From an optimization exercise on the open Yosys and OpenROAD flow, aimed at small area and a short achievable clock period; shortcuts taken in it are not production practice. At most, simulation tests tie the RTL to the original design; equivalence was not proved. No functional check of the RTL was part of run 2. Power is estimated from default activity; no workload was simulated.

## flow/design.v (module list and top-level ports; edited modules follow where they fit)
// module alu: 63 lines
// module mul_cs: 892 lines
// module csa_fa: 4 lines
// module csa_fx: 4 lines
// module csa_x2: 3 lines
// module csa_xn: 3 lines
// module pfx_add: 540 lines
// module pfx_nand: 3 lines
// module pfx_nor: 3 lines
// module pfx_xnor: 3 lines
// module pfx_inv: 3 lines
// module pfx_aoi: 3 lines
// module pfx_oai: 3 lines
module alu #(parameter DATA_WIDTH = 32, OP = 3)
(
    input wire start,
    input wire clk,
    input wire reset_n,
    input wire [DATA_WIDTH - 1 : 0] A,
    input wire [DATA_WIDTH - 1 : 0] B,
    input wire [OP - 1 : 0] op,
    output wire [DATA_WIDTH - 1 : 0] result,
    output reg done
);
  // ...
==> flow/run.sh <==
#!/bin/bash
# synth_recipe.tcl (not shown) runs the flow's synth.tcl, then flattens the netlist and writes it again
# the make line also repeats each setting of config.mk as NAME=value (left out here)
make -C /OpenROAD-flow-scripts/flow DESIGN_CONFIG=/design/flow/config.mk WORK_HOME=/design/flow/orfs CLKGATE_MAP_FILE= SYNTH_SCRIPT=/design/flow/synth_recipe.tcl finish
==> flow/config.mk <==
export PLATFORM = sky130hd
export DESIGN_NAME = alu
export DESIGN_NICKNAME = alu
export VERILOG_FILES = /design/flow/design.v
export SDC_FILE = /design/flow/constraint.sdc
export NUM_CORES = 4
export LEC_CHECK = 0
export CAP_MARGIN = 20
export CORE_MARGIN = 2
export CORE_UTILIZATION = 45
export SETUP_SLACK_MARGIN = 5
export SLEW_MARGIN = 20
export SYNTH_HIERARCHICAL = 1
export SYNTH_MINIMUM_KEEP_SIZE = 0
==> flow/constraint.sdc <==
create_clock -name core_clock -period 9.5 [get_ports {clk}]
set_input_delay 1.9000 -clock core_clock [delete_from_list [all_inputs] [get_ports {clk}]]
set_output_delay 1.9000 -clock core_clock [all_outputs]
set_load 0.01 [all_outputs]
==> flow_summary.yaml, run 1 <==
outcome:
  status: "complete, no violations"
final_layout:
  final_cells: 2496
  drive_gt1_frac: 0.262
  sh_seq_area: 0.148
  nNetsFinal: 2224
  clockNetworkAreaShare: 0.0272
global_routing:
  grt_overflow: 0
  grt_util_met1: 0.369
routing:
  first_iter_violations: 1907
  wl_met3_um: 6750
  route.met2.wl_um: 30000
hold_path:
  hold_class: "register to register"
  min_to: "done"
power:
  p_clk_mw: 0.680
  power.share.clock: 0.072
  p_int_mw: 5.07
  net-switching-power_mw: 4.40
synth:
  yosys-top-cells-count: "xnor2_1 (386), a22oi_1 (202), fa_1 (196)"
  syn_inst: 1955
  ys_top_cells_by_area: "fa_1 (21%), xnor2_1 (19%), dfxtp_1 (16%), a22oi_1 (8.3%), a22oi_2 (3.7%)"
  synthMuxAreaShare: 0.0175
  synth_cell_types: 44
setup_path:
  crit_required_ns: 7.60
  path_max_fanout: 4
  crit_arrival_ns: 2.68
  reg2reg_from: "bone_r[1]"
  worstPathCellList: "xnor2_4 -> nor2_2 -> nand2_1 -> nor2_1 -> nand2_1 -> o21ai_2 -> xor2_1 -> nor2_4 -> clkdlybuf4s50_1"
die:
  dieArea_um2: 42200
  initial_core_util: 0.458
  dieHeight_um: 205
timing:
  finalSetupViolCount: 0
  final.period_utilization: 0.482
  worst_pin_slew_ns: 1.05
  hold_viol: 0
  setup_ws_ns: 4.92
  tns_ns: 0
clock_network:
  cts_setup_buffers: 36
  clk_latency_ns: 0.46
  cts_resized: 196
  clock-root-buffer: "clkbuf_16"
placement:
  dp_hpwl_um: 41100
==> module alu, before the edit <==
module alu #(parameter DATA_WIDTH = 32, OP = 3)
(
    input wire start,
    input wire clk,
    input wire reset_n,
    input wire [DATA_WIDTH - 1 : 0] A,
    input wire [DATA_WIDTH - 1 : 0] B,
    input wire [OP - 1 : 0] op,
    output wire [DATA_WIDTH - 1 : 0] result,
    output reg done
);
  wire in_mul = (op == 3'b101);
  wire in_sub = (op == 3'b100) | (op == 3'b110);
  wire [32:0] bx = {B, 1'b0};
  reg [31:0] a_r;
  reg [2:0]  op_r;
  reg [15:0] bone_r, btwo_r, nneg_r;
  reg        done_reg;
  integer k;
  always @(posedge clk) begin
    a_r  <= A;
    op_r <= op;
    for (k = 0; k < 16; k = k + 1) begin
      bone_r[k] <= bx[2*k+1] ^ (in_mul ? bx[2*k] : in_sub);
      btwo_r[k] <= (bx[2*k+2] ^ bx[2*k+1]) & ~(bx[2*k+1] ^ bx[2*k]);
      nneg_r[k] <= ~(bx[2*k+2] ^ (in_sub & ~in_mul));
    end
  end
  always @(posedge clk or negedge reset_n) begin
    if (!reset_n) done_reg <= 1'b0;
    else          done_reg <= start && (op != 3'b011);
  end
  wire [31:0] bs;    
  genvar gb;
  generate for (gb = 0; gb < 16; gb = gb + 1) begin : brec
    assign bs[2*gb]   = bone_r[gb];
    assign bs[2*gb+1] = ~nneg_r[gb];
  end endgenerate
  wire [31:0] mxn, myn;
  mul_cs u_mul (.a(a_r), .bone(bone_r), .btwo(btwo_r), .nneg(nneg_r), .xn(mxn), .yn(myn));
  wire is_and = (op_r == 3'b000);
  wire is_or  = (op_r == 3'b001);
  wire is_add = (op_r == 3'b010);
  wire is_sub = (op_r == 3'b100);
  wire is_mul = (op_r == 3'b101);
  wire is_slt = (op_r == 3'b110);
  wire arith = is_add | is_sub | is_slt;
  wire [31:0] nx = ({32{arith}} & a_r) | ({32{is_and}} & (a_r & bs)) | ({32{is_or}} & (a_r | bs));
  wire [31:0] ny = {32{arith}} & bs;
  reg [31:0] x_r, y_r;
  reg        cinn_r, lt_r;
  always @(posedge clk) begin
    x_r   <= is_mul ? ~mxn : nx;
    y_r   <= is_mul ? ~myn : ny;
    cinn_r <= ~(is_sub | is_slt);
    lt_r  <= is_slt;
  end
  always @(posedge clk or negedge reset_n) begin
    if (!reset_n) done <= 1'b0;
    else          done <= done_reg;
  end
  pfx_add u_add (.x(x_r), .y(y_r), .cinn(cinn_r), .lt(lt_r), .s(result));
endmodule
==> run 2, diff against run 1 <==
--- a/flow/design.v
+++ b/flow/design.v
@@ -48,10 +48,18 @@
   wire [31:0] nx = ({32{arith}} & a_r) | ({32{is_and}} & (a_r & bs)) | ({32{is_or}} & (a_r | bs));
   wire [31:0] ny = {32{arith}} & bs;
   reg [31:0] x_r, y_r;
+  wire [31:0] xd, yd;
+  wire mul_n = ~is_mul;
+  wire [31:0] nxn = ~nx, nyn = ~ny;
+  genvar gm;
+  generate for (gm = 0; gm < 32; gm = gm + 4) begin : rowmux
+    row_mux4 u_x (.seln({4{mul_n}}), .an(mxn[gm+3:gm]), .bn(nxn[gm+3:gm]), .y(xd[gm+3:gm]));
+    row_mux4 u_y (.seln({4{mul_n}}), .an(myn[gm+3:gm]), .bn(nyn[gm+3:gm]), .y(yd[gm+3:gm]));
+  end endgenerate
   reg        cinn_r, lt_r;
   always @(posedge clk) begin
-    x_r   <= is_mul ? ~mxn : nx;
-    y_r   <= is_mul ? ~myn : ny;
+    x_r   <= xd;
+    y_r   <= yd;
     cinn_r <= ~(is_sub | is_slt);
     lt_r  <= is_slt;
   end
@@ -61,326 +69,73 @@
   end
   pfx_add u_add (.x(x_r), .y(y_r), .cinn(cinn_r), .lt(lt_r), .s(result));
 endmodule
+module row_mux4 (input wire [3:0] seln, input wire [3:0] an, input wire [3:0] bn, output wire [3:0] y);
+  assign y = ~((seln | an) & bn);
+endmodule
 module mul_cs (input wire [31:0] a, input wire [15:0] bone, input wire [15:0] btwo,
                input wire [15:0] nneg, output wire [31:0] xn, output wire [31:0] yn);
   wire [31:0] pn0;
-  assign pn0[0] = (bone[0] & a[0]) ^ nneg[0];
-  assign pn0[1] = ((bone[0] & a[1]) | (btwo[0] & a[0])) ^ nneg[0];
-  assign pn0[2] = ((bone[0] & a[2]) | (btwo[0] & a[1])) ^ nneg[0];
-  assign pn0[3] = ((bone[0] & a[3]) | (btwo[0] & a[2])) ^ nneg[0];
-  assign pn0[4] = ((bone[0] & a[4]) | (btwo[0] & a[3])) ^ nneg[0];
-  assign pn0[5] = ((bone[0] & a[5]) | (btwo[0] & a[4])) ^ nneg[0];
-  assign pn0[6] = ((bone[0] & a[6]) | (btwo[0] & a[5])) ^ nneg[0];
-  assign pn0[7] = ((bone[0] & a[7]) | (btwo[0] & a[6])) ^ nneg[0];
-  assign pn0[8] = ((bone[0] & a[8]) | (btwo[0] & a[7])) ^ nneg[0];
-  assign pn0[9] = ((bone[0] & a[9]) | (btwo[0] & a[8])) ^ nneg[0];
-  assign pn0[10] = ((bone[0] & a[10]) | (btwo[0] & a[9])) ^ nneg[0];
-  assign pn0[11] = ((bone[0] & a[11]) | (btwo[0] & a[10])) ^ nneg[0];
-  assign pn0[12] = ((bone[0] & a[12]) | (btwo[0] & a[11])) ^ nneg[0];
-  assign pn0[13] = ((bone[0] & a[13]) | (btwo[0] & a[12])) ^ nneg[0];
-  assign pn0[14] = ((bone[0] & a[14]) | (btwo[0] & a[13])) ^ nneg[0];
-  assign pn0[15] = ((bone[0] & a[15]) | (btwo[0] & a[14])) ^ nneg[0];
-  assign pn0[16] = ((bone[0] & a[16]) | (btwo[0] & a[15])) ^ nneg[0];
-  assign pn0[17] = ((bone[0] & a[17]) | (btwo[0] & a[16])) ^ nneg[0];
-  assign pn0[18] = ((bone[0] & a[18]) | (btwo[0] & a[17])) ^ nneg[0];
-  assign pn0[19] = ((bone[0] & a[19]) | (btwo[0] & a[18])) ^ nneg[0];
-  assign pn0[20] = ((bone[0] & a[20]) | (btwo[0] & a[19])) ^ nneg[0];
-  assign pn0[21] = ((bone[0] & a[21]) | (btwo[0] & a[20])) ^ nneg[0];
-  assign pn0[22] = ((bone[0] & a[22]) | (btwo[0] & a[21])) ^ nneg[0];
-  assign pn0[23] = ((bone[0] & a[23]) | (btwo[0] & a[22])) ^ nneg[0];
-  assign pn0[24] = ((bone[0] & a[24]) | (btwo[0] & a[23])) ^ nneg[0];
-  assign pn0[25] = ((bone[0] & a[25]) | (btwo[0] & a[24])) ^ nneg[0];
-  assign pn0[26] = ((bone[0] & a[26]) | (btwo[0] & a[25])) ^ nneg[0];
-  assign pn0[27] = ((bone[0] & a[27]) | (btwo[0] & a[26])) ^ nneg[0];
-  assign pn0[28] = ((bone[0] & a[28]) | (btwo[0] & a[27])) ^ nneg[0];
-  assign pn0[29] = ((bone[0] & a[29]) | (btwo[0] & a[28])) ^ nneg[0];
-  assign pn0[30] = ((bone[0] & a[30]) | (btwo[0] & a[29])) ^ nneg[0];
-  assign pn0[31] = ((bone[0] & a[31]) | (btwo[0] & a[30])) ^ nneg[0];
+  booth_row32 u_row0 (.one(bone[0]), .two(btwo[0]), .a(a[31:0]), .nneg(nneg[0]), .ppn(pn0));
   wire [29:0] pn1;
-  assign pn1[0] = (bone[1] & a[0]) ^ nneg[1];
-  assign pn1[1] = ((bone[1] & a[1]) | (btwo[1] & a[0])) ^ nneg[1];
-  assign pn1[2] = ((bone[1] & a[2]) | (btwo[1] & a[1])) ^ nneg[1];
-  assign pn1[3] = ((bone[1] & a[3]) | (btwo[1] & a[2])) ^ nneg[1];
-  assign pn1[4] = ((bone[1] & a[4]) | (btwo[1] & a[3])) ^ nneg[1];
-  assign pn1[5] = ((bone[1] & a[5]) | (btwo[1] & a[4])) ^ nneg[1];
-  assign pn1[6] = ((bone[1] & a[6]) | (btwo[1] & a[5])) ^ nneg[1];
-  assign pn1[7] = ((bone[1] & a[7]) | (btwo[1] & a[6])) ^ nneg[1];
-  assign pn1[8] = ((bone[1] & a[8]) | (btwo[1] & a[7])) ^ nneg[1];
-  assign pn1[9] = ((bone[1] & a[9]) | (btwo[1] & a[8])) ^ nneg[1];
-  assign pn1[10] = ((bone[1] & a[10]) | (btwo[1] & a[9])) ^ nneg[1];
-  assign pn1[11] = ((bone[1] & a[11]) | (btwo[1] & a[10])) ^ nneg[1];
-  assign pn1[12] = ((bone[1] & a[12]) | (btwo[1] & a[11])) ^ nneg[1];
-  assign pn1[13] = ((bone[1] & a[13]) | (btwo[1] & a[12])) ^ nneg[1];
-  assign pn1[14] = ((bone[1] & a[14]) | (btwo[1] & a[13])) ^ nneg[1];
-  assign pn1[15] = ((bone[1] & a[15]) | (btwo[1] & a[14])) ^ nneg[1];
-  assign pn1[16] = ((bone[1] & a[16]) | (btwo[1] & a[15])) ^ nneg[1];
-  assign pn1[17] = ((bone[1] & a[17]) | (btwo[1] & a[16])) ^ nneg[1];
-  assign pn1[18] = ((bone[1] & a[18]) | (btwo[1] & a[17])) ^ nneg[1];
-  assign pn1[19] = ((bone[1] & a[19]) | (btwo[1] & a[18])) ^ nneg[1];
-  assign pn1[20] = ((bone[1] & a[20]) | (btwo[1] & a[19])) ^ nneg[1];
-  assign pn1[21] = ((bone[1] & a[21]) | (btwo[1] & a[20])) ^ nneg[1];
-  assign pn1[22] = ((bone[1] & a[22]) | (btwo[1] & a[21])) ^ nneg[1];
-  assign pn1[23] = ((bone[1] & a[23]) | (btwo[1] & a[22])) ^ nneg[1];
-  assign pn1[24] = ((bone[1] & a[24]) | (btwo[1] & a[23])) ^ nneg[1];
-  assign pn1[25] = ((bone[1] & a[25]) | (btwo[1] & a[24])) ^ nneg[1];
-  assign pn1[26] = ((bone[1] & a[26]) | (btwo[1] & a[25])) ^ nneg[1];
-  assign pn1[27] = ((bone[1] & a[27]) | (btwo[1] & a[26])) ^ nneg[1];
-  assign pn1[28] = ((bone[1] & a[28]) | (btwo[1] & a[27])) ^ nneg[1];
-  assign pn1[29] = ((bone[1] & a[29]) | (btwo[1] & a[28])) ^ nneg[1];
+  booth_row30 u_row1 (.one(bone[1]), .two(btwo[1]), .a(a[29:0]), .nneg(nneg[1]), .ppn(pn1));
   wire [27:0] pn2;
-  assign pn2[0] = (bone[2] & a[0]) ^ nneg[2];
-  assign pn2[1] = ((bone[2] & a[1]) | (btwo[2] & a[0])) ^ nneg[2];
-  assign pn2[2] = ((bone[2] & a[2]) | (btwo[2] & a[1])) ^ nneg[2];
-  assign pn2[3] = ((bone[2] & a[3]) | (btwo[2] & a[2])) ^ nneg[2];
-  assign pn2[4] = ((bone[2] & a[4]) | (btwo[2] & a[3])) ^ nneg[2];
-  assign pn2[5] = ((bone[2] & a[5]) | (btwo[2] & a[4])) ^ nneg[2];
-  assign pn2[6] = ((bone[2] & a[6]) | (btwo[2] & a[5])) ^ nneg[2];
-  assign pn2[7] = ((bone[2] & a[7]) | (btwo[2] & a[6])) ^ nneg[2];
-  assign pn2[8] = ((bone[2] & a[8]) | (btwo[2] & a[7])) ^ nneg[2];
-  assign pn2[9] = ((bone[2] & a[9]) | (btwo[2] & a[8])) ^ nneg[2];
-  assign pn2[10] = ((bone[2] & a[10]) | (btwo[2] & a[9])) ^ nneg[2];
-  assign pn2[11] = ((bone[2] & a[11]) | (btwo[2] & a[10])) ^ nneg[2];
-  assign pn2[12] = ((bone[2] & a[12]) | (btwo[2] & a[11])) ^ nneg[2];
-  assign pn2[13] = ((bone[2] & a[13]) | (btwo[2] & a[12])) ^ nneg[2];
-  assign pn2[14] = ((bone[2] & a[14]) | (btwo[2] & a[13])) ^ nneg[2];
-  assign pn2[15] = ((bone[2] & a[15]) | (btwo[2] & a[14])) ^ nneg[2];
-  assign pn2[16] = ((bone[2] & a[16]) | (btwo[2] & a[15])) ^ nneg[2];
-  assign pn2[17] = ((bone[2] & a[17]) | (btwo[2] & a[16])) ^ nneg[2];
-  assign pn2[18] = ((bone[2] & a[18]) | (btwo[2] & a[17])) ^ nneg[2];
-  assign pn2[19] = ((bone[2] & a[19]) | (btwo[2] & a[18])) ^ nneg[2];
-  assign pn2[20] = ((bone[2] & a[20]) | (btwo[2] & a[19])) ^ nneg[2];
-  assign pn2[21] = ((bone[2] & a[21]) | (btwo[2] & a[20])) ^ nneg[2];
-  assign pn2[22] = ((bone[2] & a[22]) | (btwo[2] & a[21])) ^ nneg[2];
-  assign pn2[23] = ((bone[2] & a[23]) | (btwo[2] & a[22])) ^ nneg[2];
-  assign pn2[24] = ((bone[2] & a[24]) | (btwo[2] & a[23])) ^ nneg[2];
-  assign pn2[25] = ((bone[2] & a[25]) | (btwo[2] & a[24])) ^ nneg[2];
-  assign pn2[26] = ((bone[2] & a[26]) | (btwo[2] & a[25])) ^ nneg[2];
-  assign pn2[27] = ((bone[2] & a[27]) | (btwo[2] & a[26])) ^ nneg[2];
+  booth_row28 u_row2 (.one(bone[2]), .two(btwo[2]), .a(a[27:0]), .nneg(nneg[2]), .ppn(pn2));
   wire [25:0] pn3;
-  assign pn3[0] = (bone[3] & a[0]) ^ nneg[3];
-  assign pn3[1] = ((bone[3] & a[1]) | (btwo[3] & a[0])) ^ nneg[3];
-  assign pn3[2] = ((bone[3] & a[2]) | (btwo[3] & a[1])) ^ nneg[3];
-  assign pn3[3] = ((bone[3] & a[3]) | (btwo[3] & a[2])) ^ nneg[3];
-  assign pn3[4] = ((bone[3] & a[4]) | (btwo[3] & a[3])) ^ nneg[3];
-  assign pn3[5] = ((bone[3] & a[5]) | (btwo[3] & a[4])) ^ nneg[3];
-  assign pn3[6] = ((bone[3] & a[6]) | (btwo[3] & a[5])) ^ nneg[3];
-  assign pn3[7] = ((bone[3] & a[7]) | (btwo[3] & a[6])) ^ nneg[3];
-  assign pn3[8] = ((bone[3] & a[8]) | (btwo[3] & a[7])) ^ nneg[3];
-  assign pn3[9] = ((bone[3] & a[9]) | (btwo[3] & a[8])) ^ nneg[3];
-  assign pn3[10] = ((bone[3] & a[10]) | (btwo[3] & a[9])) ^ nneg[3];
-  assign pn3[11] = ((bone[3] & a[11]) | (btwo[3] & a[10])) ^ nneg[3];
-  assign pn3[12] = ((bone[3] & a[12]) | (btwo[3] & a[11])) ^ nneg[3];
-  assign pn3[13] = ((bone[3] & a[13]) | (btwo[3] & a[12])) ^ nneg[3];
-  assign pn3[14] = ((bone[3] & a[14]) | (btwo[3] & a[13])) ^ nneg[3];
-  assign pn3[15] = ((bone[3] & a[15]) | (btwo[3] & a[14])) ^ nneg[3];
-  assign pn3[16] = ((bone[3] & a[16]) | (btwo[3] & a[15])) ^ nneg[3];
-  assign pn3[17] = ((bone[3] & a[17]) | (btwo[3] & a[16])) ^ nneg[3];
-  assign pn3[18] = ((bone[3] & a[18]) | (btwo[3] & a[17])) ^ nneg[3];
-  assign pn3[19] = ((bone[3] & a[19]) | (btwo[3] & a[18])) ^ nneg[3];
-  assign pn3[20] = ((bone[3] & a[20]) | (btwo[3] & a[19])) ^ nneg[3];
-  assign pn3[21] = ((bone[3] & a[21]) | (btwo[3] & a[20])) ^ nneg[3];
-  assign pn3[22] = ((bone[3] & a[22]) | (btwo[3] & a[21])) ^ nneg[3];
-  assign pn3[23] = ((bone[3] & a[23]) | (btwo[3] & a[22])) ^ nneg[3];
-  assign pn3[24] = ((bone[3] & a[24]) | (btwo[3] & a[23])) ^ nneg[3];
-  assign pn3[25] = ((bone[3] & a[25]) | (btwo[3] & a[24])) ^ nneg[3];
+  booth_row26 u_row3 (.one(bone[3]), .two(btwo[3]), .a(a[25:0]), .nneg(nneg[3]), .ppn(pn3));
   wire [23:0] pn4;
-  assign pn4[0] = (bone[4] & a[0]) ^ nneg[4];
-  assign pn4[1] = ((bone[4] & a[1]) | (btwo[4] & a[0])) ^ nneg[4];
-  assign pn4[2] = ((bone[4] & a[2]) | (btwo[4] & a[1])) ^ nneg[4];
-  assign pn4[3] = ((bone[4] & a[3]) | (btwo[4] & a[2])) ^ nneg[4];
-  assign pn4[4] = ((bone[4] & a[4]) | (btwo[4] & a[3])) ^ nneg[4];
-  assign pn4[5] = ((bone[4] & a[5]) | (btwo[4] & a[4])) ^ nneg[4];
-  assign pn4[6] = ((bone[4] & a[6]) | (btwo[4] & a[5])) ^ nneg[4];
-  assign pn4[7] = ((bone[4] & a[7]) | (btwo[4] & a[6])) ^ nneg[4];
-  assign pn4[8] = ((bone[4] & a[8]) | (btwo[4] & a[7])) ^ nneg[4];
-  assign pn4[9] = ((bone[4] & a[9]) | (btwo[4] & a[8])) ^ nneg[4];
-  assign pn4[10] = ((bone[4] & a[10]) | (btwo[4] & a[9])) ^ nneg[4];
-  assign pn4[11] = ((bone[4] & a[11]) | (btwo[4] & a[10])) ^ nneg[4];
-  assign pn4[12] = ((bone[4] & a[12]) | (btwo[4] & a[11])) ^ nneg[4];
-  assign pn4[13] = ((bone[4] & a[13]) | (btwo[4] & a[12])) ^ nneg[4];
-  assign pn4[14] = ((bone[4] & a[14]) | (btwo[4] & a[13])) ^ nneg[4];
-  assign pn4[15] = ((bone[4] & a[15]) | (btwo[4] & a[14])) ^ nneg[4];
-  assign pn4[16] = ((bone[4] & a[16]) | (btwo[4] & a[15])) ^ nneg[4];
-  assign pn4[17] = ((bone[4] & a[17]) | (btwo[4] & a[16])) ^ nneg[4];
-  assign pn4[18] = ((bone[4] & a[18]) | (btwo[4] & a[17])) ^ nneg[4];
-  assign pn4[19] = ((bone[4] & a[19]) | (btwo[4] & a[18])) ^ nneg[4];
-  assign pn4[20] = ((bone[4] & a[20]) | (btwo[4] & a[19])) ^ nneg[4];
-  assign pn4[21] = ((bone[4] & a[21]) | (btwo[4] & a[20])) ^ nneg[4];
-  assign pn4[22] = ((bone[4] & a[22]) | (btwo[4] & a[21])) ^ nneg[4];
-  assign pn4[23] = ((bone[4] & a[23]) | (btwo[4] & a[22])) ^ nneg[4];
+  booth_row24 u_row4 (.one(bone[4]), .two(btwo[4]), .a(a[23:0]), .nneg(nneg[4]), .ppn(pn4));
   wire [21:0] pn5;
-  assign pn5[0] = (bone[5] & a[0]) ^ nneg[5];
-  assign pn5[1] = ((bone[5] & a[1]) | (btwo[5] & a[0])) ^ nneg[5];
-  assign pn5[2] = ((bone[5] & a[2]) | (btwo[5] & a[1])) ^ nneg[5];
-  assign pn5[3] = ((bone[5] & a[3]) | (btwo[5] & a[2])) ^ nneg[5];
-  assign pn5[4] = ((bone[5] & a[4]) | (btwo[5] & a[3])) ^ nneg[5];
-  assign pn5[5] = ((bone[5] & a[5]) | (btwo[5] & a[4])) ^ nneg[5];
-  assign pn5[6] = ((bone[5] & a[6]) | (btwo[5] & a[5])) ^ nneg[5];
-  assign pn5[7] = ((bone[5] & a[7]) | (btwo[5] & a[6])) ^ nneg[5];
-  assign pn5[8] = ((bone[5] & a[8]) | (btwo[5] & a[7])) ^ nneg[5];
-  assign pn5[9] = ((bone[5] & a[9]) | (btwo[5] & a[8])) ^ nneg[5];
-  assign pn5[10] = ((bone[5] & a[10]) | (btwo[5] & a[9])) ^ nneg[5];
-  assign pn5[11] = ((bone[5] & a[11]) | (btwo[5] & a[10])) ^ nneg[5];
-  assign pn5[12] = ((bone[5] & a[12]) | (btwo[5] & a[11])) ^ nneg[5];
-  assign pn5[13] = ((bone[5] & a[13]) | (btwo[5] & a[12])) ^ nneg[5];
-  assign pn5[14] = ((bone[5] & a[14]) | (btwo[5] & a[13])) ^ nneg[5];
-  assign pn5[15] = ((bone[5] & a[15]) | (btwo[5] & a[14])) ^ nneg[5];
-  assign pn5[16] = ((bone[5] & a[16]) | (btwo[5] & a[15])) ^ nneg[5];
-  assign pn5[17] = ((bone[5] & a[17]) | (btwo[5] & a[16])) ^ nneg[5];
-  assign pn5[18] = ((bone[5] & a[18]) | (btwo[5] & a[17])) ^ nneg[5];
-  assign pn5[19] = ((bone[5] & a[19]) | (btwo[5] & a[18])) ^ nneg[5];
-  assign pn5[20] = ((bone[5] & a[20]) | (btwo[5] & a[19])) ^ nneg[5];
-  assign pn5[21] = ((bone[5] & a[21]) | (btwo[5] & a[20])) ^ nneg[5];
+  booth_row22 u_row5 (.one(bone[5]), .two(btwo[5]), .a(a[21:0]), .nneg(nneg[5]), .ppn(pn5));
   wire [19:0] pn6;
-  assign pn6[0] = (bone[6] & a[0]) ^ nneg[6];
-  assign pn6[1] = ((bone[6] & a[1]) | (btwo[6] & a[0])) ^ nneg[6];
-  assign pn6[2] = ((bone[6] & a[2]) | (btwo[6] & a[1])) ^ nneg[6];
-  assign pn6[3] = ((bone[6] & a[3]) | (btwo[6] & a[2])) ^ nneg[6];
-  assign pn6[4] = ((bone[6] & a[4]) | (btwo[6] & a[3])) ^ nneg[6];
-  assign pn6[5] = ((bone[6] & a[5]) | (btwo[6] & a[4])) ^ nneg[6];
-  assign pn6[6] = ((bone[6] & a[6]) | (btwo[6] & a[5])) ^ nneg[6];
-  assign pn6[7] = ((bone[6] & a[7]) | (btwo[6] & a[6])) ^ nneg[6];
-  assign pn6[8] = ((bone[6] & a[8]) | (btwo[6] & a[7])) ^ nneg[6];
-  assign pn6[9] = ((bone[6] & a[9]) | (btwo[6] & a[8])) ^ nneg[6];
-  assign pn6[10] = ((bone[6] & a[10]) | (btwo[6] & a[9])) ^ nneg[6];
-  assign pn6[11] = ((bone[6] & a[11]) | (btwo[6] & a[10])) ^ nneg[6];
-  assign pn6[12] = ((bone[6] & a[12]) | (btwo[6] & a[11])) ^ nneg[6];
-  assign pn6[13] = ((bone[6] & a[13]) | (btwo[6] & a[12])) ^ nneg[6];
-  assign pn6[14] = ((bone[6] & a[14]) | (btwo[6] & a[13])) ^ nneg[6];
-  assign pn6[15] = ((bone[6] & a[15]) | (btwo[6] & a[14])) ^ nneg[6];
-  assign pn6[16] = ((bone[6] & a[16]) | (btwo[6] & a[15])) ^ nneg[6];
-  assign pn6[17] = ((bone[6] & a[17]) | (btwo[6] & a[16])) ^ nneg[6];
-  assign pn6[18] = ((bone[6] & a[18]) | (btwo[6] & a[17])) ^ nneg[6];
-  assign pn6[19] = ((bone[6] & a[19]) | (btwo[6] & a[18])) ^ nneg[6];
+  booth_row20 u_row6 (.one(bone[6]), .two(btwo[6]), .a(a[19:0]), .nneg(nneg[6]), .ppn(pn6));
   wire [17:0] pn7;
-  assign pn7[0] = (bone[7] & a[0]) ^ nneg[7];
-  assign pn7[1] = ((bone[7] & a[1]) | (btwo[7] & a[0])) ^ nneg[7];
-  assign pn7[2] = ((bone[7] & a[2]) | (btwo[7] & a[1])) ^ nneg[7];
-  assign pn7[3] = ((bone[7] & a[3]) | (btwo[7] & a[2])) ^ nneg[7];
-  assign pn7[4] = ((bone[7] & a[4]) | (btwo[7] & a[3])) ^ nneg[7];
-  assign pn7[5] = ((bone[7] & a[5]) | (btwo[7] & a[4])) ^ nneg[7];
-  assign pn7[6] = ((bone[7] & a[6]) | (btwo[7] & a[5])) ^ nneg[7];
-  assign pn7[7] = ((bone[7] & a[7]) | (btwo[7] & a[6])) ^ nneg[7];
-  assign pn7[8] = ((bone[7] & a[8]) | (btwo[7] & a[7])) ^ nneg[7];
-  assign pn7[9] = ((bone[7] & a[9]) | (btwo[7] & a[8])) ^ nneg[7];
-  assign pn7[10] = ((bone[7] & a[10]) | (btwo[7] & a[9])) ^ nneg[7];
-  assign pn7[11] = ((bone[7] & a[11]) | (btwo[7] & a[10])) ^ nneg[7];
-  assign pn7[12] = ((bone[7] & a[12]) | (btwo[7] & a[11])) ^ nneg[7];
-  assign pn7[13] = ((bone[7] & a[13]) | (btwo[7] & a[12])) ^ nneg[7];
-  assign pn7[14] = ((bone[7] & a[14]) | (btwo[7] & a[13])) ^ nneg[7];
-  assign pn7[15] = ((bone[7] & a[15]) | (btwo[7] & a[14])) ^ nneg[7];
-  assign pn7[16] = ((bone[7] & a[16]) | (btwo[7] & a[15])) ^ nneg[7];
-  assign pn7[17] = ((bone[7] & a[17]) | (btwo[7] & a[16])) ^ nneg[7];
+  booth_row18 u_row7 (.one(bone[7]), .two(btwo[7]), .a(a[17:0]), .nneg(nneg[7]), .ppn(pn7));
   wire [15:0] pn8;
-  assign pn8[0] = (bone[8] & a[0]) ^ nneg[8];
-  assign pn8[1] = ((bone[8] & a[1]) | (btwo[8] & a[0])) ^ nneg[8];
-  assign pn8[2] = ((bone[8] & a[2]) | (btwo[8] & a[1])) ^ nneg[8];
-  assign pn8[3] = ((bone[8] & a[3]) | (btwo[8] & a[2])) ^ nneg[8];
-  assign pn8[4] = ((bone[8] & a[4]) | (btwo[8] & a[3])) ^ nneg[8];
-  assign pn8[5] = ((bone[8] & a[5]) | (btwo[8] & a[4])) ^ nneg[8];
-  assign pn8[6] = ((bone[8] & a[6]) | (btwo[8] & a[5])) ^ nneg[8];
-  assign pn8[7] = ((bone[8] & a[7]) | (btwo[8] & a[6])) ^ nneg[8];
-  assign pn8[8] = ((bone[8] & a[8]) | (btwo[8] & a[7])) ^ nneg[8];
-  assign pn8[9] = ((bone[8] & a[9]) | (btwo[8] & a[8])) ^ nneg[8];
-  assign pn8[10] = ((bone[8] & a[10]) | (btwo[8] & a[9])) ^ nneg[8];
-  assign pn8[11] = ((bone[8] & a[11]) | (btwo[8] & a[10])) ^ nneg[8];
-  assign pn8[12] = ((bone[8] & a[12]) | (btwo[8] & a[11])) ^ nneg[8];
-  assign pn8[13] = ((bone[8] & a[13]) | (btwo[8] & a[12])) ^ nneg[8];
-  assign pn8[14] = ((bone[8] & a[14]) | (btwo[8] & a[13])) ^ nneg[8];
-  assign pn8[15] = ((bone[8] & a[15]) | (btwo[8] & a[14])) ^ nneg[8];
+  booth_row16 u_row8 (.one(bone[8]), .two(btwo[8]), .a(a[15:0]), .nneg(nneg[8]), .ppn(pn8));
   wire [13:0] pn9;
-  assign pn9[0] = (bone[9] & a[0]) ^ nneg[9];
-  assign pn9[1] = ((bone[9] & a[1]) | (btwo[9] & a[0])) ^ nneg[9];
-  assign pn9[2] = ((bone[9] & a[2]) | (btwo[9] & a[1])) ^ nneg[9];
-  assign pn9[3] = ((bone[9] & a[3]) | (btwo[9] & a[2])) ^ nneg[9];
-  assign pn9[4] = ((bone[9] & a[4]) | (btwo[9] & a[3])) ^ nneg[9];
-  assign pn9[5] = ((bone[9] & a[5]) | (btwo[9] & a[4])) ^ nneg[9];
-  assign pn9[6] = ((bone[9] & a[6]) | (btwo[9] & a[5])) ^ nneg[9];
-  assign pn9[7] = ((bone[9] & a[7]) | (btwo[9] & a[6])) ^ nneg[9];
-  assign pn9[8] = ((bone[9] & a[8]) | (btwo[9] & a[7])) ^ nneg[9];
-  assign pn9[9] = ((bone[9] & a[9]) | (btwo[9] & a[8])) ^ nneg[9];
-  assign pn9[10] = ((bone[9] & a[10]) | (btwo[9] & a[9])) ^ nneg[9];
-  assign pn9[11] = ((bone[9] & a[11]) | (btwo[9] & a[10])) ^ nneg[9];
-  assign pn9[12] = ((bone[9] & a[12]) | (btwo[9] & a[11])) ^ nneg[9];
-  assign pn9[13] = ((bone[9] & a[13]) | (btwo[9] & a[12])) ^ nneg[9];
+  booth_row14 u_row9 (.one(bone[9]), .two(btwo[9]), .a(a[13:0]), .nneg(nneg[9]), .ppn(pn9));
   wire [11:0] pn10;
-  assign pn10[0] = (bone[10] & a[0]) ^ nneg[10];
-  assign pn10[1] = ((bone[10] & a[1]) | (btwo[10] & a[0])) ^ nneg[10];
-  assign pn10[2] = ((bone[10] & a[2]) | (btwo[10] & a[1])) ^ nneg[10];
-  assign pn10[3] = ((bone[10] & a[3]) | (btwo[10] & a[2])) ^ nneg[10];
-  assign pn10[4] = ((bone[10] & a[4]) | (btwo[10] & a[3])) ^ nneg[10];
-  assign pn10[5] = ((bone[10] & a[5]) | (btwo[10] & a[4])) ^ nneg[10];
-  assign pn10[6] = ((bone[10] & a[6]) | (btwo[10] & a[5])) ^ nneg[10];
-  assign pn10[7] = ((bone[10] & a[7]) | (btwo[10] & a[6])) ^ nneg[10];
-  assign pn10[8] = ((bone[10] & a[8]) | (btwo[10] & a[7])) ^ nneg[10];
-  assign pn10[9] = ((bone[10] & a[9]) | (btwo[10] & a[8])) ^ nneg[10];
-  assign pn10[10] = ((bone[10] & a[10]) | (btwo[10] & a[9])) ^ nneg[10];
-  assign pn10[11] = ((bone[10] & a[11]) | (btwo[10] & a[10])) ^ nneg[10];
+  booth_row12 u_row10 (.one(bone[10]), .two(btwo[10]), .a(a[11:0]), .nneg(nneg[10]), .ppn(pn10));
   wire [9:0] pn11;
-  assign pn11[0] = (bone[11] & a[0]) ^ nneg[11];
-  assign pn11[1] = ((bone[11] & a[1]) | (btwo[11] & a[0])) ^ nneg[11];
-  assign pn11[2] = ((bone[11] & a[2]) | (btwo[11] & a[1])) ^ nneg[11];
-  assign pn11[3] = ((bone[11] & a[3]) | (btwo[11] & a[2])) ^ nneg[11];
-  assign pn11[4] = ((bone[11] & a[4]) | (btwo[11] & a[3])) ^ nneg[11];
-  assign pn11[5] = ((bone[11] & a[5]) | (btwo[11] & a[4])) ^ nneg[11];
-  assign pn11[6] = ((bone[11] & a[6]) | (btwo[11] & a[5])) ^ nneg[11];
-  assign pn11[7] = ((bone[11] & a[7]) | (btwo[11] & a[6])) ^ nneg[11];
-  assign pn11[8] = ((bone[11] & a[8]) | (btwo[11] & a[7])) ^ nneg[11];
-  assign pn11[9] = ((bone[11] & a[9]) | (btwo[11] & a[8])) ^ nneg[11];
+  booth_row10 u_row11 (.one(bone[11]), .two(btwo[11]), .a(a[9:0]), .nneg(nneg[11]), .ppn(pn11));
   wire [7:0] pn12;
-  assign pn12[0] = (bone[12] & a[0]) ^ nneg[12];
-  assign pn12[1] = ((bone[12] & a[1]) | (btwo[12] & a[0])) ^ nneg[12];
-  assign pn12[2] = ((bone[12] & a[2]) | (btwo[12] & a[1])) ^ nneg[12];
-  assign pn12[3] = ((bone[12] & a[3]) | (btwo[12] & a[2])) ^ nneg[12];
-  assign pn12[4] = ((bone[12] & a[4]) | (btwo[12] & a[3])) ^ nneg[12];
-  assign pn12[5] = ((bone[12] & a[5]) | (btwo[12] & a[4])) ^ nneg[12];
-  assign pn12[6] = ((bone[12] & a[6]) | (btwo[12] & a[5])) ^ nneg[12];
-  assign pn12[7] = ((bone[12] & a[7]) | (btwo[12] & a[6])) ^ nneg[12];
+  booth_row8 u_row12 (.one(bone[12]), .two(btwo[12]), .a(a[7:0]), .nneg(nneg[12]), .ppn(pn12));
   wire [5:0] pn13;
-  assign pn13[0] = (bone[13] & a[0]) ^ nneg[13];
-  assign pn13[1] = ((bone[13] & a[1]) | (btwo[13] & a[0])) ^ nneg[13];
-  assign pn13[2] = ((bone[13] & a[2]) | (btwo[13] & a[1])) ^ nneg[13];
-  assign pn13[3] = ((bone[13] & a[3]) | (btwo[13] & a[2])) ^ nneg[13];
-  assign pn13[4] = ((bone[13] & a[4]) | (btwo[13] & a[3])) ^ nneg[13];
-  assign pn13[5] = ((bone[13] & a[5]) | (btwo[13] & a[4])) ^ nneg[13];
+  booth_row6 u_row13 (.one(bone[13]), .two(btwo[13]), .a(a[5:0]), .nneg(nneg[13]), .ppn(pn13));
   wire [3:0] pn14;
-  assign pn14[0] = (bone[14] & a[0]) ^ nneg[14];
-  assign pn14[1] = ((bone[14] & a[1]) | (btwo[14] & a[0])) ^ nneg[14];
-  assign pn14[2] = ((bone[14] & a[2]) | (btwo[14] & a[1])) ^ nneg[14];
-  assign pn14[3] = ((bone[14] & a[3]) | (btwo[14] & a[2])) ^ nneg[14];
+  booth_row4 u_row14 (.one(bone[14]), .two(btwo[14]), .a(a[3:0]), .nneg(nneg[14]), .ppn(pn14));
   wire [1:0] pn15;
-  assign pn15[0] = (bone[15] & a[0]) ^ nneg[15];
-  assign pn15[1] = ((bone[15] & a[1]) | (btwo[15] & a[0])) ^ nneg[15];
+  booth_row2 u_row15 (.one(bone[15]), .two(btwo[15]), .a(a[1:0]), .nneg(nneg[15]), .ppn(pn15));
   wire hs2_0, hc2_0;
   csa_xn u_hs2_0 (.a(nneg[1]), .b(pn0[2]), .y(hs2_0));
-  assign hc2_0 = nneg[1] | pn0[2];
+  csa_or u_hc2_0 (.a(nneg[1]), .b(pn0[2]), .y(hc2_0));
   wire hs3_1, hc3_1;
   csa_xn u_hs3_1 (.a(pn0[3]), .b(pn1[1]), .y(hs3_1));
-  assign hc3_1 = pn0[3] | pn1[1];
+  csa_or u_hc3_1 (.a(pn0[3]), .b(pn1[1]), .y(hc3_1));
   wire fs4_2, fc4_2;
   csa_fa u_fs4_2 (.a(nneg[2]), .b(pn0[4]), .c(pn1[2]), .s(fs4_2), .co(fc4_2));
   wire hs4_3, hc4_3;
   csa_xn u_hs4_3 (.a(pn2[0]), .b(hc3_1), .y(hs4_3));
-  assign hc4_3 = pn2[0] | hc3_1;
+  csa_or u_hc4_3 (.a(pn2[0]), .b(hc3_1), .y(hc4_3));
   wire fs5_4, fc5_4;
   csa_fa u_fs5_4 (.a(pn0[5]), .b(pn1[3]), .c(pn2[1]), .s(fs5_4), .co(fc5_4));
   wire hs5_5, hc5_5;
   csa_xn u_hs5_5 (.a(hc4_3), .b(fc4_2), .y(hs5_5));
-  assign hc5_5 = hc4_3 | fc4_2;
+  csa_or u_hc5_5 (.a(hc4_3), .b(fc4_2), .y(hc5_5));
   wire fs6_6, fc6_6;
   csa_fa u_fs6_6 (.a(nneg[3]), .b(pn0[6]), .c(pn1[4]), .s(fs6_6), .co(fc6_6));
   wire fs6_7, fc6_7;
   csa_fa u_fs6_7 (.a(pn2[2]), .b(pn3[0]), .c(fc5_4), .s(fs6_7), .co(fc6_7));
   wire hs6_8, hc6_8;
   csa_xn u_hs6_8 (.a(fs6_6), .b(hc5_5), .y(hs6_8));
-  assign hc6_8 = fs6_6 | hc5_5;
+  csa_or u_hc6_8 (.a(fs6_6), .b(hc5_5), .y(hc6_8));
   wire fs7_9, fc7_9;
   csa_fa u_fs7_9 (.a(pn0[7]), .b(pn1[5]), .c(pn2[3]), .s(fs7_9), .co(fc7_9));
   wire fs7_10, fc7_10;
   csa_fa u_fs7_10 (.a(pn3[1]), .b(fc6_6), .c(fs7_9), .s(fs7_10), .co(fc7_10));
   wire hs7_11, hc7_11;
   csa_xn u_hs7_11 (.a(fc6_7), .b(hc6_8), .y(hs7_11));
-  assign hc7_11 = fc6_7 | hc6_8;
+  csa_or u_hc7_11 (.a(fc6_7), .b(hc6_8), .y(hc7_11));
   wire fs8_12, fc8_12;
   csa_fa u_fs8_12 (.a(nneg[4]), .b(pn0[8]), .c(pn1[6]), .s(fs8_12), .co(fc8_12));
   wire fs8_13, fc8_13;
@@ -389,7 +144,7 @@
   csa_fa u_fs8_14 (.a(fc7_9), .b(fs8_12), .c(fs8_13), .s(fs8_14), .co(fc8_14));
   wire hs8_15, hc8_15;
   csa_xn u_hs8_15 (.a(fc7_10), .b(fs8_14), .y(hs8_15));
-  assign hc8_15 = fc7_10 | fs8_14;
+  csa_or u_hc8_15 (.a(fc7_10), .b(fs8_14), .y(hc8_15));
   wire fs9_16, fc9_16;
   csa_fa u_fs9_16 (.a(pn0[9]), .b(pn1[7]), .c(pn2[5]), .s(fs9_16), .co(fc9_16));
   wire fs9_17, fc9_17;
@@ -398,7 +153,7 @@
   csa_fa u_fs9_18 (.a(fc8_13), .b(fs9_16), .c(fs9_17), .s(fs9_18), .co(fc9_18));
   wire hs9_19, hc9_19;
   csa_xn u_hs9_19 (.a(fc8_14), .b(hc8_15), .y(hs9_19));
-  assign hc9_19 = fc8_14 | hc8_15;
+  csa_or u_hc9_19 (.a(fc8_14), .b(hc8_15), .y(hc9_19));
   wire fs10_20, fc10_20;
   csa_fa u_fs10_20 (.a(nneg[5]), .b(pn0[10]), .c(pn1[8]), .s(fs10_20), .co(fc10_20));
   wire fs10_21, fc10_21;
@@ -409,7 +164,7 @@
   csa_fa u_fs10_23 (.a(fs10_21), .b(fc9_17), .c(fs10_22), .s(fs10_23), .co(fc10_23));
   wire hs10_24, hc10_24;
   csa_xn u_hs10_24 (.a(fc9_18), .b(fs10_23), .y(hs10_24));
-  assign hc10_24 = fc9_18 | fs10_23;
+  csa_or u_hc10_24 (.a(fc9_18), .b(fs10_23), .y(hc10_24));
   wire fs11_25, fc11_25;
   csa_fa u_fs11_25 (.a(pn0[11]), .b(pn1[9]), .c(pn2[7]), .s(fs11_25), .co(fc11_25));
   wire fs11_26, fc11_26;
@@ -420,7 +175,7 @@
   csa_fa u_fs11_28 (.a(fs11_26), .b(fc10_22), .c(fs11_27), .s(fs11_28), .co(fc11_28));
   wire hs11_29, hc11_29;
   csa_xn u_hs11_29 (.a(fc10_23), .b(fs11_28), .y(hs11_29));
-  assign hc11_29 = fc10_23 | fs11_28;
+  csa_or u_hc11_29 (.a(fc10_23), .b(fs11_28), .y(hc11_29));
   wire fs12_30, fc12_30;
   csa_fa u_fs12_30 (.a(nneg[6]), .b(pn0[12]), .c(pn1[10]), .s(fs12_30), .co(fc12_30));
   wire fs12_31, fc12_31;
@@ -433,7 +188,7 @@
   csa_fa u_fs12_34 (.a(fc11_27), .b(fs12_32), .c(fs12_33), .s(fs12_34), .co(fc12_34));
   wire hs12_35, hc12_35;
   csa_xn u_hs12_35 (.a(fc11_28), .b(fs12_34), .y(hs12_35));
-  assign hc12_35 = fc11_28 | fs12_34;
+  csa_or u_hc12_35 (.a(fc11_28), .b(fs12_34), .y(hc12_35));
   wire fs13_36, fc13_36;
   csa_fa u_fs13_36 (.a(pn0[13]), .b(pn1[11]), .c(pn2[9]), .s(fs13_36), .co(fc13_36));
   wire fs13_37, fc13_37;
@@ -446,7 +201,7 @@
   csa_fa u_fs13_40 (.a(fc12_33), .b(fs13_38), .c(fs13_39), .s(fs13_40), .co(fc13_40));
   wire hs13_41, hc13_41;
   csa_xn u_hs13_41 (.a(fc12_34), .b(hc12_35), .y(hs13_41));
-  assign hc13_41 = fc12_34 | hc12_35;
+  csa_or u_hc13_41 (.a(fc12_34), .b(hc12_35), .y(hc13_41));
   wire fs14_42, fc14_42;
   csa_fa u_fs14_42 (.a(nneg[7]), .b(pn0[14]), .c(pn1[12]), .s(fs14_42), .co(fc14_42));
   wire fs14_43, fc14_43;
@@ -461,7 +216,7 @@
   csa_fa u_fs14_47 (.a(fs14_45), .b(fc13_39), .c(fs14_46), .s(fs14_47), .co(fc14_47));
   wire hs14_48, hc14_48;
   csa_xn u_hs14_48 (.a(fc13_40), .b(fs14_47), .y(hs14_48));
-  assign hc14_48 = fc13_40 | fs14_47;
+  csa_or u_hc14_48 (.a(fc13_40), .b(fs14_47), .y(hc14_48));
   wire fs15_49, fc15_49;
   csa_fa u_fs15_49 (.a(pn0[15]), .b(pn1[13]), .c(pn2[11]), .s(fs15_49), .co(fc15_49));
   wire fs15_50, fc15_50;
@@ -476,7 +231,7 @@
   csa_fa u_fs15_54 (.a(fs15_52), .b(fc14_46), .c(fs15_53), .s(fs15_54), .co(fc15_54));
   wire hs15_55, hc15_55;
   csa_xn u_hs15_55 (.a(fc14_47), .b(fs15_54), .y(hs15_55));
-  assign hc15_55 = fc14_47 | fs15_54;
+  csa_or u_hc15_55 (.a(fc14_47), .b(fs15_54), .y(hc15_55));
   wire fs16_56, fc16_56;
   csa_fa u_fs16_56 (.a(nneg[8]), .b(pn0[16]), .c(pn1[14]), .s(fs16_56), .co(fc16_56));
   wire fs16_57, fc16_57;
@@ -493,7 +248,7 @@
   csa_fa u_fs16_62 (.a(fs16_60), .b(fc15_53), .c(fs16_61), .s(fs16_62), .co(fc16_62));
   wire hs16_63, hc16_63;
   csa_xn u_hs16_63 (.a(fc15_54), .b(fs16_62), .y(hs16_63));
-  assign hc16_63 = fc15_54 | fs16_62;
+  csa_or u_hc16_63 (.a(fc15_54), .b(fs16_62), .y(hc16_63));
   wire fs17_64, fc17_64;
   csa_fa u_fs17_64 (.a(pn0[17]), .b(pn1[15]), .c(pn2[13]), .s(fs17_64), .co(fc17_64));
   wire fs17_65, fc17_65;
@@ -510,7 +265,7 @@
   csa_fa u_fs17_70 (.a(fs17_68), .b(fc16_61), .c(fs17_69), .s(fs17_70), .co(fc17_70));
   wire hs17_71, hc17_71;
   csa_xn u_hs17_71 (.a(fc16_62), .b(fs17_70), .y(hs17_71));
-  assign hc17_71 = fc16_62 | fs17_70;
+  csa_or u_hc17_71 (.a(fc16_62), .b(fs17_70), .y(hc17_71));
   wire fs18_72, fc18_72;
   csa_fa u_fs18_72 (.a(nneg[9]), .b(pn0[18]), .c(pn1[16]), .s(fs18_72), .co(fc18_72));
   wire fs18_73, fc18_73;
@@ -529,7 +284,7 @@
   csa_fa u_fs18_79 (.a(fs18_77), .b(fc17_69), .c(fs18_78), .s(fs18_79), .co(fc18_79));
   wire hs18_80, hc18_80;
   csa_xn u_hs18_80 (.a(fc17_70), .b(fs18_79), .y(hs18_80));
-  assign hc18_80 = fc17_70 | fs18_79;
+  csa_or u_hc18_80 (.a(fc17_70), .b(fs18_79), .y(hc18_80));
   wire fs19_81, fc19_81;
   csa_fa u_fs19_81 (.a(pn0[19]), .b(pn1[17]), .c(pn2[15]), .s(fs19_81), .co(fc19_81));
   wire fs19_82, fc19_82;
@@ -548,7 +303,7 @@
   csa_fa u_fs19_88 (.a(fs19_86), .b(fc18_78), .c(fs19_87), .s(fs19_88), .co(fc19_88));
   wire hs19_89, hc19_89;
   csa_xn u_hs19_89 (.a(fc18_79), .b(hc18_80), .y(hs19_89));
-  assign hc19_89 = fc18_79 | hc18_80;
+  csa_or u_hc19_89 (.a(fc18_79), .b(hc18_80), .y(hc19_89));
   wire fs20_90, fc20_90;
   csa_fa u_fs20_90 (.a(nneg[10]), .b(pn0[20]), .c(pn1[18]), .s(fs20_90), .co(fc20_90));
   wire fs20_91, fc20_91;
@@ -569,7 +324,7 @@
   csa_fa u_fs20_98 (.a(fs20_96), .b(fc19_87), .c(fs20_97), .s(fs20_98), .co(fc20_98));
   wire hs20_99, hc20_99;
   csa_xn u_hs20_99 (.a(fc19_88), .b(fs20_98), .y(hs20_99));
-  assign hc20_99 = fc19_88 | fs20_98;
+  csa_or u_hc20_99 (.a(fc19_88), .b(fs20_98), .y(hc20_99));
   wire fs21_100, fc21_100;
   csa_fa u_fs21_100 (.a(pn0[21]), .b(pn1[19]), .c(pn2[17]), .s(fs21_100), .co(fc21_100));
   wire fs21_101, fc21_101;
@@ -590,7 +345,7 @@
   csa_fa u_fs21_108 (.a(fs21_106), .b(fc20_97), .c(fs21_107), .s(fs21_108), .co(fc21_108));
   wire hs21_109, hc21_109;
   csa_xn u_hs21_109 (.a(fc20_98), .b(fs21_108), .y(hs21_109));
-  assign hc21_109 = fc20_98 | fs21_108;
+  csa_or u_hc21_109 (.a(fc20_98), .b(fs21_108), .y(hc21_109));
   wire fs22_110, fc22_110;
   csa_fa u_fs22_110 (.a(nneg[11]), .b(pn0[22]), .c(pn1[20]), .s(fs22_110), .co(fc22_110));
   wire fs22_111, fc22_111;
@@ -613,7 +368,7 @@
   csa_fa u_fs22_119 (.a(fs22_117), .b(fc21_107), .c(fs22_118), .s(fs22_119), .co(fc22_119));
   wire hs22_120, hc22_120;
   csa_xn u_hs22_120 (.a(fc21_108), .b(fs22_119), .y(hs22_120));
-  assign hc22_120 = fc21_108 | fs22_119;
+  csa_or u_hc22_120 (.a(fc21_108), .b(fs22_119), .y(hc22_120));
   wire fs23_121, fc23_121;
   csa_fa u_fs23_121 (.a(pn0[23]), .b(pn1[21]), .c(pn2[19]), .s(fs23_121), .co(fc23_121));
   wire fs23_122, fc23_122;
@@ -636,7 +391,7 @@
   csa_fa u_fs23_130 (.a(fs23_128), .b(fc22_118), .c(fs23_129), .s(fs23_130), .co(fc23_130));
   wire hs23_131, hc23_131;
   csa_xn u_hs23_131 (.a(fc22_119), .b(fs23_130), .y(hs23_131));
-  assign hc23_131 = fc22_119 | fs23_130;
+  csa_or u_hc23_131 (.a(fc22_119), .b(fs23_130), .y(hc23_131));
   wire fs24_132, fc24_132;
   csa_fa u_fs24_132 (.a(nneg[12]), .b(pn0[24]), .c(pn1[22]), .s(fs24_132), .co(fc24_132));
   wire fs24_133, fc24_133;
@@ -661,7 +416,7 @@
   csa_fa u_fs24_142 (.a(fs24_140), .b(fc23_129), .c(fs24_141), .s(fs24_142), .co(fc24_142));
   wire hs24_143, hc24_143;
   csa_xn u_hs24_143 (.a(fc23_130), .b(fs24_142), .y(hs24_143));
-  assign hc24_143 = fc23_130 | fs24_142;
+  csa_or u_hc24_143 (.a(fc23_130), .b(fs24_142), .y(hc24_143));
   wire fs25_144, fc25_144;
   csa_fa u_fs25_144 (.a(pn0[25]), .b(pn1[23]), .c(pn2[21]), .s(fs25_144), .co(fc25_144));
   wire fs25_145, fc25_145;
@@ -686,7 +441,7 @@
   csa_fa u_fs25_154 (.a(fs25_152), .b(fc24_141), .c(fs25_153), .s(fs25_154), .co(fc25_154));
   wire hs25_155, hc25_155;
   csa_xn u_hs25_155 (.a(fc24_142), .b(fs25_154), .y(hs25_155));
-  assign hc25_155 = fc24_142 | fs25_154;
+  csa_or u_hc25_155 (.a(fc24_142), .b(fs25_154), .y(hc25_155));
   wire fs26_156, fc26_156;
   csa_fa u_fs26_156 (.a(nneg[13]), .b(pn0[26]), .c(pn1[24]), .s(fs26_156), .co(fc26_156));
   wire fs26_157, fc26_157;
@@ -713,7 +468,7 @@
   csa_fa u_fs26_167 (.a(fs26_165), .b(fc25_153), .c(fs26_166), .s(fs26_167), .co(fc26_167));
   wire hs26_168, hc26_168;
   csa_xn u_hs26_168 (.a(fc25_154), .b(fs26_167), .y(hs26_168));
-  assign hc26_168 = fc25_154 | fs26_167;
+  csa_or u_hc26_168 (.a(fc25_154), .b(fs26_167), .y(hc26_168));
   wire fs27_169, fc27_169;
   csa_fa u_fs27_169 (.a(pn0[27]), .b(pn1[25]), .c(pn2[23]), .s(fs27_169), .co(fc27_169));
   wire fs27_170, fc27_170;
@@ -740,7 +495,7 @@
   csa_fa u_fs27_180 (.a(fs27_178), .b(fc26_166), .c(fs27_179), .s(fs27_180), .co(fc27_180));
   wire hs27_181, hc27_181;
   csa_xn u_hs27_181 (.a(fc26_167), .b(fs27_180), .y(hs27_181));
-  assign hc27_181 = fc26_167 | fs27_180;
+  csa_or u_hc27_181 (.a(fc26_167), .b(fs27_180), .y(hc27_181));
   wire fs28_182, fc28_182;
   csa_fa u_fs28_182 (.a(nneg[14]), .b(pn0[28]), .c(pn1[26]), .s(fs28_182), .co(fc28_182));
   wire fs28_183, fc28_183;
@@ -769,7 +524,7 @@
   csa_fa u_fs28_194 (.a(fs28_192), .b(fc27_179), .c(fs28_193), .s(fs28_194), .co(fc28_194));
   wire hs28_195, hc28_195;
   csa_xn u_hs28_195 (.a(fc27_180), .b(hc27_181), .y(hs28_195));
-  assign hc28_195 = fc27_180 | hc27_181;
+  csa_or u_hc28_195 (.a(fc27_180), .b(hc27_181), .y(hc28_195));
   wire fs29_196, fc29_196;
   csa_fa u_fs29_196 (.a(pn0[29]), .b(pn1[27]), .c(pn2[25]), .s(fs29_196), .co(fc29_196));
   wire fs29_197, fc29_197;
@@ -798,7 +553,7 @@
   csa_fa u_fs29_208 (.a(fs29_206), .b(fc28_193), .c(fs29_207), .s(fs29_208), .co(fc29_208));
   wire hs29_209, hc29_209;
   csa_xn u_hs29_209 (.a(fc28_194), .b(fs29_208), .y(hs29_209));
-  assign hc29_209 = fc28_194 | fs29_208;
+  csa_or u_hc29_209 (.a(fc28_194), .b(fs29_208), .y(hc29_209));
   wire fs30_210, fc30_210;
   csa_fa u_fs30_210 (.a(nneg[15]), .b(pn0[30]), .c(pn1[28]), .s(fs30_210), .co(fc30_210));
   wire fs30_211, fc30_211;
@@ -829,7 +584,7 @@
   csa_fa u_fs30_223 (.a(fs30_221), .b(fc29_207), .c(fs30_222), .s(fs30_223), .co(fc30_223));
   wire hs30_224, hc30_224;
   csa_xn u_hs30_224 (.a(fc29_208), .b(fs30_223), .y(hs30_224));
-  assign hc30_224 = fc29_208 | fs30_223;
+  csa_or u_hc30_224 (.a(fc29_208), .b(fs30_223), .y(hc30_224));
   wire x31_225;
   csa_xn u_x31_225 (.a(pn0[31]), .b(pn1[29]), .y(x31_225));
   wire x31_226;
@@ -964,6 +719,73 @@
 module csa_x2 (input wire a, input wire b, output wire y);
   assign y = a ^ b;
 endmodule
+module csa_or (input wire a, input wire b, output wire y);
+  assign y = a | b;
+endmodule
+module booth_row2 (input wire one, input wire two, input wire [1:0] a, input wire nneg,
+                   output wire [1:0] ppn);
+  assign ppn = (({2{one}} & a) | ({2{two}} & {a[0:0], 1'b0})) ^ {2{nneg}};
+endmodule
+module booth_row4 (input wire one, input wire two, input wire [3:0] a, input wire nneg,
+                   output wire [3:0] ppn);
+  assign ppn = (({4{one}} & a) | ({4{two}} & {a[2:0], 1'b0})) ^ {4{nneg}};
+endmodule
+module booth_row6 (input wire one, input wire two, input wire [5:0] a, input wire nneg,
+                   output wire [5:0] ppn);
+  assign ppn = (({6{one}} & a) | ({6{two}} & {a[4:0], 1'b0})) ^ {6{nneg}};
+endmodule
+module booth_row8 (input wire one, input wire two, input wire [7:0] a, input wire nneg,
+                   output wire [7:0] ppn);
+  assign ppn = (({8{one}} & a) | ({8{two}} & {a[6:0], 1'b0})) ^ {8{nneg}};
+endmodule
+module booth_row10 (input wire one, input wire two, input wire [9:0] a, input wire nneg,
+                   output wire [9:0] ppn);
+  assign ppn = (({10{one}} & a) | ({10{two}} & {a[8:0], 1'b0})) ^ {10{nneg}};
+endmodule
+module booth_row12 (input wire one, input wire two, input wire [11:0] a, input wire nneg,
+                   output wire [11:0] ppn);
+  assign ppn = (({12{one}} & a) | ({12{two}} & {a[10:0], 1'b0})) ^ {12{nneg}};
+endmodule
+module booth_row14 (input wire one, input wire two, input wire [13:0] a, input wire nneg,
+                   output wire [13:0] ppn);
+  assign ppn = (({14{one}} & a) | ({14{two}} & {a[12:0], 1'b0})) ^ {14{nneg}};
+endmodule
+module booth_row16 (input wire one, input wire two, input wire [15:0] a, input wire nneg,
+                   output wire [15:0] ppn);
+  assign ppn = (({16{one}} & a) | ({16{two}} & {a[14:0], 1'b0})) ^ {16{nneg}};
+endmodule
+module booth_row18 (input wire one, input wire two, input wire [17:0] a, input wire nneg,
+                   output wire [17:0] ppn);
+  assign ppn = (({18{one}} & a) | ({18{two}} & {a[16:0], 1'b0})) ^ {18{nneg}};
+endmodule
+module booth_row20 (input wire one, input wire two, input wire [19:0] a, input wire nneg,
+                   output wire [19:0] ppn);
+  assign ppn = (({20{one}} & a) | ({20{two}} & {a[18:0], 1'b0})) ^ {20{nneg}};
+endmodule
+module booth_row22 (input wire one, input wire two, input wire [21:0] a, input wire nneg,
+                   output wire [21:0] ppn);
+  assign ppn = (({22{one}} & a) | ({22{two}} & {a[20:0], 1'b0})) ^ {22{nneg}};
+endmodule
+module booth_row24 (input wire one, input wire two, input wire [23:0] a, input wire nneg,
+                   output wire [23:0] ppn);
+  assign ppn = (({24{one}} & a) | ({24{two}} & {a[22:0], 1'b0})) ^ {24{nneg}};
+endmodule
+module booth_row26 (input wire one, input wire two, input wire [25:0] a, input wire nneg,
+                   output wire [25:0] ppn);
+  assign ppn = (({26{one}} & a) | ({26{two}} & {a[24:0], 1'b0})) ^ {26{nneg}};
+endmodule
+module booth_row28 (input wire one, input wire two, input wire [27:0] a, input wire nneg,
+                   output wire [27:0] ppn);
+  assign ppn = (({28{one}} & a) | ({28{two}} & {a[26:0], 1'b0})) ^ {28{nneg}};
+endmodule
+module booth_row30 (input wire one, input wire two, input wire [29:0] a, input wire nneg,
+                   output wire [29:0] ppn);
+  assign ppn = (({30{one}} & a) | ({30{two}} & {a[28:0], 1'b0})) ^ {30{nneg}};
+endmodule
+module booth_row32 (input wire one, input wire two, input wire [31:0] a, input wire nneg,
+                   output wire [31:0] ppn);
+  assign ppn = (({32{one}} & a) | ({32{two}} & {a[30:0], 1'b0})) ^ {32{nneg}};
+endmodule
 module csa_xn (input wire a, input wire b, output wire y);
   assign y = ~(a ^ b);
 endmodule
==> flow_summary.yaml, run 2 <==
outcome:
  status: "complete, no violations"
global_routing:
  grt_pass1_vias: 15200
  grt_use_total: 0.285
  grt_first_pass_wirelength_um: 90100
  antenna_found_initial: 0
  grt_max_degree: 69
  grt_overflow: 0
die:
  dieArea_um2: 42000
  coreArea_um2: 39800
  rows: 73
  initial_core_util: 0.457
  die-width_um: 205
  ios: 103
  dieHeight_um: 205
setup_path:
  crit_arrival_ns: 2.75
  crit_path_start_kind: "register"
  crit_start: "y_r[13]"
  crit_type: "register to output port"
  crit_required_ns: 7.60
  reg2reg_from: "bone_r[4]"
  end_kind: "output port"
  path_max_fanout: 3
clock_network:
  clock_path_buffers: 2
  cts_tree: "built"
  clock-root-buffer: "clkbuf_16"
  htreeDepth: 4
  hold_buffers: 0
  clk_pin_slew_ns: 0.07
  cts_inserted_buffers: 17
  clk_latency_ns: 0.47
  cts_num_sinks: 151
power:
  power_mw: 8.77
  leakage_nw: 7.04
  power.density_nw_per_um2: 427
  peakVddDrop_v: 0.000472
final_layout:
  layout_commonest_cell: "xnor2_1"
  syn_to_final_growth_pct: 12.9
  drive_gt1_frac: 0.255
  nNetsFinal: 2144
  n_fill_cell: 3758
  final_cells: 2416
  postLayoutCellArea_um2: 20500
  n_antenna_cell: 0
  layout_common_cells: "xnor2_1 (358), fa_1 (196), nand2_1 (146), a22oi_2 (131), a22oi_1 (123)"
  largestRegisters: "a_r (32), x_r (32), y_r (32)"
timing:
  hold_viol: 0
  finalSetupViolCount: 0
  worst_pin_slew_ns: 1.01
  tns_ns: 0
  relSlewSlack: 0.324
  period_needed_ns: 4.65
  rsz0062_at_grt: "true"
  slew_viol_final: 0
  fin_worst_skew_ns: 0.0108
  final.period_utilization: 0.489
  max_freq_mhz: 215
placement:
  place_area_um2: 18800
  io_buffer_count: 102
  dp.cells: 2337
  dp_hpwl_um: 39900
  gp_congestion: 0.930
job:
  max_cap_violations: 0
synth:
  synth.largest_area_cell: "fa_1"
  synth_warnings: 7
  synth_area_um2: 18200
  ys_ff_latch: 151
  avgSynthCellArea_um2: 9.90
  syn_inst: 1836
  synth_edf_count: 0
  async_reset_ff_frac: 0.0132
  synth_seq_area_share: 0.167
  synth_top_area_frac: 0.216
  syn_nets: 2102
  synth.most_common_cell: "xnor2_1"
  synth_cell_types: 41
  ys_top_cells_by_area: "fa_1 (22%), xnor2_1 (19%), dfxtp_1 (16%), a22oi_2 (9.0%), a22oi_1 (5.1%)"
  ys.flop_type: "dfxtp_1"
  yosys-top-cells-count: "xnor2_1 (389), fa_1 (196), nand2_1 (155)"
routing:
  ant_nets: 0
  drt-wirelength-per-cell_um: 24.5
  first_pass_iters: 6
  first_iter_violations: 1263
  via_count: 14500
  viasPerCell: 6.00
  wirelength_um: 59100
  drc_errors: 0
hold_path:
  hold_start: "done_reg"
  hold_class: "register to register"
[run 2: cell count changes in the layout (fill, tap and decap cells not counted), moves of 31 or more]
| cell | delta |
|---|---|
| or3_1 | -35 |
| a22oi_2 | +71 |
| dfxtp_4 | -31 |
| dfxtp_1 | +37 |
| mux2i_1 | -32 |
| a21o_1 | +32 |
| a22oi_1 | -73 |
| a21oi_1 | -31 |
| o21ai_1 | +60 |
[run 2: kinds of logic after synthesis]
group	share of synthesized area
other cells	0.000206
xor+xnor	0.205
fa+ha+maj	0.216
compound gates	0.252
flops	0.167
simple gates	0.0751
buf+inv	0.0849
[run 2: path summary, 6_finish.rpt]
path / end / slack (ns) / cells after the start
worst max-delay path: result[24] / 4.85 / 10
worst min-delay path: done / 0.35 / 0
worst max register to register: x_r[24] / 5.06 / 10
worst min register to register: done / 0.35 / 0
max in group asynchronous: done_reg / 7.80 / 1
min in group asynchronous: done / 1.59 / 1
[run 2: repair_timing]
item,CTS,global route
resized for setup,109,96
pin swaps,24,30
buffers inserted,26,21
setup endpoints to repair,35,26
gates cloned,0,0
[run 2: cell type report]
cell class	instances	area (um^2)	area share
multi-input combinational	1487	14400	0.702
sequential	151	3070	0.150
timing repair buffer	193	1720	0.0837
tap	525	657	0.0320
clock buffer	18	429	0.0209
clock inverter	14	141	0.00689
inverter	28	105	0.00512
[run 2: power breakdown]
part           switching, mW  leakage [nW]  internal, mW
Sequential             0.181          1.28         0.768
Clock                  0.310         0.277         0.367
Combinational           3.64          5.48          3.51
[run 2: Yosys stat by module, one instance, submodules excluded, excerpt]
module	cell area, um^2	flip-flops and latches	cells
booth_row14	299	0	32
booth_row16	369	0	37
pfx_aoi	8.76	0	1
pfx_inv	3.75	0	1
pfx_nand	3.75	0	1
pfx_oai	5.00	0	1
[run 2: worst max-delay path, cell delays in order (launching register included)]
cell             delay (ns)
dfxtp_1                0.33
xnor2_2                0.21
buf_4                  0.14
o21ai_2                0.08
a21oi_2                0.29
o21ai_2                0.13
a21oi_2                0.17
o21ai_2                0.10
xor2_2                 0.21
nor2_4                 0.10
clkdlybuf4s50_1        0.53
[run 2: per-stage QoR]
stage	util	hold slack, ns	setup slack [ns]
CTS	0.503	0.353	4.80
detailed placement	0.471	0.338	4.89
global placement	0.471	0.336	4.92
floorplan	-	0.331	5.02
global route	0.515	0.360	4.79
finish	0.515	0.353	4.85
[run 2: per-layer routing]
metal | track usage | vias to the layer above | wire, um
met3 | 0.0369 | 176 | 4320
li1 | - | 6330 | -
met5 | 0 | - | 0
met4 | 0.133 | 0 | 2480
met1 | 0.361 | 7272 | 23600
met2 | 0.483 | 708 | 28700

## what the ideal ports hide
The results above use ideal ports. As a check the final layouts listed here were re-extracted and re-timed, cells and wires unchanged.
Step 1 (the two cells are an assumption about what drives the block):
set clk [get_ports {clk}]
set_driving_cell -lib_cell sky130_fd_sc_hd__clkbuf_16 $clk
set_driving_cell -lib_cell sky130_fd_sc_hd__buf_2 [delete_from_list [all_inputs] $clk]
Step 2 also shifts input and output timing later by t, the mid clock arrival at the registers, as if the neighbouring blocks saw the same clock.
Three values: no drivers, after step 1, after step 2; two values: the first two.
run | t (ns) | setup slack, ns | worst slew at a driven data input, ns | cell pins on the clock port's net
run 1 | 0.502 | 4.917 / 4.866 / 5.071 | 0.05 | 1
run 2 | 0.516 | 4.854 / 4.798 / 5.057 | 0.11 | 1
After both steps setup and hold are still met in every run listed.
